Background: an optimization exercise with open tools, aiming at small area, a short achievable clock period and few clock cycles per item. Do not read the settings as production practice.
In this exercise RTL edits were held to simulation tests only and were not proved equivalent to the original.
No activity file was given, so power comes from the tool's default toggle rates.

== build 11 ==
==> flow/design.v (excerpt) <==
module RGB2YUV (start, clk, rst_n, inportR, inportG, inportB, done, outportY, outportU, outportV);
clock: 10.0 ns
lec_check: 0
cap_margin: 20
core_margin: 2
core_utilization: 75
slew_margin: 20
synth_hierarchical: 1
synth_minimum_keep_size: 0
standard.sh (not shown) runs the stock make flow with config.mk's settings and CLKGATE_MAP_FILE= SYNTH_SCRIPT=/design/flow/synth_recipe.tcl, a recipe that flattens the netlist after the stock synthesis.
==> flow/flow/run.sh <==
#!/bin/bash
# The standard layout (standard.sh), except that the port buffers are
# sky130_fd_sc_hd__buf_1 cells rather than ORFS's default delay buffers, and timing
# repair aims for 5.5 ns of setup slack. Each run's output goes to its own log.
set -euo pipefail
export BUFFER_PORTS_ARGS="-buffer_cell sky130_fd_sc_hd__buf_1"
export SETUP_SLACK_MARGIN=5.5
bash standard.sh synth > synth.log 2>&1
bash standard.sh > layout.log 2>&1
Build 11: all stages complete, timing, DRC and antenna checks passed
Testbench counts of build 11, summed over its fixed seeds: cycles 3,208, items 3,200.
The inputs of build 41 differ from those of build 11 as listed below.
- CORE_UTILIZATION now 45, was 75
--- outcome ---
The area occupied by multi-input gates on build 11 is in line with that on build 41. Build 41 against build 11: portion of the layout cell area used by clock cells up 0.55 points, total detailed-routing wirelength now smaller, portion of total power attributed to sequential cells +0.3 points. Compared with build 11, build 41 improves worst setup slack. Compared with build 11, routability congestion estimate in build 41 decreased by a few percent. Last element of the critical path = st_y[10]$_DFFE_PN0P_: build 11; last element of the critical path = st_u[5]$_DFFE_PN0P_: build 41.
Inputs modified between build 41 and build 81:
- CORE_UTILIZATION changed from 45 to 65
### Flow results
Against build 41 as the reference, build 81 delivers a lower post-route total power. Relative contribution of combinational cells to total power, build 41 and build 81: lower on build 41. Going from build 41 to build 81, sequential power share went up, clock network power consumption went down, area after synthesis did not really move.

========
Setup of the baseline:
Starting RTL as in the previous note.
Design RGB2YUV, start of the top module:
module RGB2YUV (start, clk, rst_n, inportR, inportG, inportB, done, outportY, outportU, outportV);
	input start, clk, rst_n;
	input [8:0] inportR, inportG, inportB;
	output done;
	output [8:0] outportY, outportU, outportV;
	wire [8:0] y, u, v;
	wire n_inportR_0 = ~inportR[0];
	wire n_inportR_1 = ~inportR[1];
	wire n_inportR_2 = ~inportR[2];
	wire n_inportR_3 = ~inportR[3];
	wire n_inportR_4 = ~inportR[4];
	wire n_inportR_5 = ~inportR[5];
	wire n_inportR_6 = ~inportR[6];
	wire n_inportR_7 = ~inportR[7];
	wire s1;
	wire c2;
	FA fa_s1 (.a(inportR[2]), .b(inportR[0]), .c(n_inportR_4), .s(s1), .co(c2));
	wire s3;
	wire c4;
	FA fa_s3 (.a(inportR[3]), .b(inportR[1]), .c(n_inportR_5), .s(s3), .co(c4));
	wire g5;
	assign g5 = n_inportR_0 & 1'b1;
	wire g6;
	assign g6 = n_inportR_0 | 1'b1;
	wire g7;
	assign g7 = n_inportR_2 & inportR[0];
	wire g8;
	assign g8 = n_inportR_2 | inportR[0];
	wire g9;
	assign g9 = n_inportR_3 & inportR[1];
	wire g10;
	assign g10 = n_inportR_3 | inportR[1];
	wire g11;
	assign g11 = c2 & s3;
	wire g12;
	assign g12 = c2 | s3;
	wire g13;
	assign g13 = n_inportR_1 & g5;
	wire g14;
	assign g14 = n_inportR_1 & g6;
	wire g15;
	assign g15 = g8 & n_inportR_1;
	wire g16;
	assign g16 = g9 | (g10 & g7);
	wire g17;
	assign g17 = g10 & g8;
	wire g18;
	assign g18 = s1 & g9;
	wire g19;
	assign g19 = s1 & g10;
	wire g20;
	assign g20 = g12 & s1;
	wire g21;
	assign g21 = g7 | (g15 & g5);
	wire g22;
	assign g22 = g16 | (g17 & g13);
	wire g23;
	assign g23 = g17 & g14;
	wire g24;
	assign g24 = g18 | (g19 & g7);
	wire g25;
	assign g25 = g19 & g15;
	wire g26;
	assign g26 = g11 | (g20 & g16);
	wire g27;
	assign g27 = g20 & g17;
	wire g28;
	assign g28 = g24 | (g25 & g5);
	wire g29;
	assign g29 = g26 | (g27 & g13);
	wire n_inportG_0 = ~inportG[0];
	wire n_inportG_1 = ~inportG[1];
	wire n_inportG_2 = ~inportG[2];
	wire n_inportG_3 = ~inportG[3];
	wire n_inportG_4 = ~inportG[4];
	wire n_inportG_5 = ~inportG[5];
	wire n_inportG_6 = ~inportG[6];
	wire n_inportG_7 = ~inportG[7];
	wire s30;
	wire c31;
	FA fa_s30 (.a(1'b1), .b(n_inportG_2), .c(n_inportG_0), .s(s30), .co(c31));
	wire s32;
	wire c33;
	FA fa_s32 (.a(n_inportG_3), .b(n_inportG_1), .c(c31), .s(s32), .co(c33));
	wire s34;
	wire c35;
  ...
clock: 10.0 ns
lec_check: 0
cap_margin: 20
core_margin: 2
core_utilization: 55
slew_margin: 20
synth_hierarchical: 1
synth_minimum_keep_size: 0
==> flow/flow/run.sh <==
#!/bin/bash
# The standard layout (standard.sh), except that the port buffers are
# sky130_fd_sc_hd__buf_1 cells rather than ORFS's default delay buffers, and timing
# repair aims for 5.8 ns of setup slack. Each run's output goes to its own log.
set -euo pipefail
export BUFFER_PORTS_ARGS="-buffer_cell sky130_fd_sc_hd__buf_1"
export SETUP_SLACK_MARGIN=5.8
bash standard.sh synth > synth.log 2>&1
bash standard.sh > layout.log 2>&1
Testbench counts of the baseline, summed over its fixed seeds: cycles 3,208, items 3,200.
--- input diff the baseline..the candidate ---
==> flow/run.sh (new file) <==
#!/bin/bash
# synth_recipe.tcl (not shown) runs the flow's synth.tcl, then flattens the netlist and writes it again
# the make line also repeats each setting of config.mk as NAME=value (left out here)
make -C /OpenROAD-flow-scripts/flow DESIGN_CONFIG=/design/flow/config.mk WORK_HOME=/design/flow/orfs CLKGATE_MAP_FILE= SYNTH_SCRIPT=/design/flow/synth_recipe.tcl finish
-- flow/config.mk --
<<< the baseline, line 10
export CORE_UTILIZATION = 55
export SLEW_MARGIN = 20
>>> the candidate, line 10
export CORE_UTILIZATION = 55
export SETUP_SLACK_MARGIN = 5
export SLEW_MARGIN = 20
removed: flow/flow/run.sh
removed: flow/standard.sh
==> comparison <==
- The final layout from the candidate, which completed every stage, passed the timing, DRC and antenna checks at the end of the flow.
- met2 routed wirelength for the candidate: about 2.2% down relative to the baseline
- Between the baseline and the candidate, the number of detailed-routing iterations run before antenna repair is higher for the baseline.
- Delta(worst hold margin, the candidate - the baseline) > 0
- The candidate ends up with a global placer's final weighted congestion that is 2.7% lower than in the baseline.
- The candidate — fraction of layout cells with a size suffix above 1 21 points lower, the baseline as reference
- Power was higher in the candidate than in the baseline.

[re-timing with driven ports]
The results above use ideal ports. As a check the final layouts listed here were re-extracted and re-timed, cells and wires unchanged. Step 1 sets driving cells, clkbuf_16 on the clock port and buf_2 on the other inputs (assumed; they add their load-dependent delay and slew). Step 2, shift: input delay + t, output delay - t, t = (earliest + latest rising clock arrival at the registers) / 2. This alone moves slack from input paths to output paths. Three values: no drivers, after step 1, after step 2; two values: the first two.
| run | shift t [ns] | setup slack, ns | worst data-port slew with drivers (ns) | pins driven straight from the clock port |
|---|---|---|---|---|
| build 11 | 0.339 | 5.396 / 5.387 / 5.048 | 0.06 | 1 |
| build 41 | 0.340 | 5.478 / 5.476 / 5.136 | 0.07 | 1 |
| build 81 | 0.329 | 5.522 / 5.500 / 5.171 | 0.06 | 1 |
| the baseline | 0.338 | 5.595 / 5.567 / 5.229 | 0.07 | 1 |
| the candidate | 0.342 | 5.119 / 5.136 / 4.794 | 0.04 | 1 |
After both steps every run listed still meets setup and hold. The setup slack of the baseline, which loses most, moves by -0.028 ns with the drivers and by -0.366 ns with both steps.
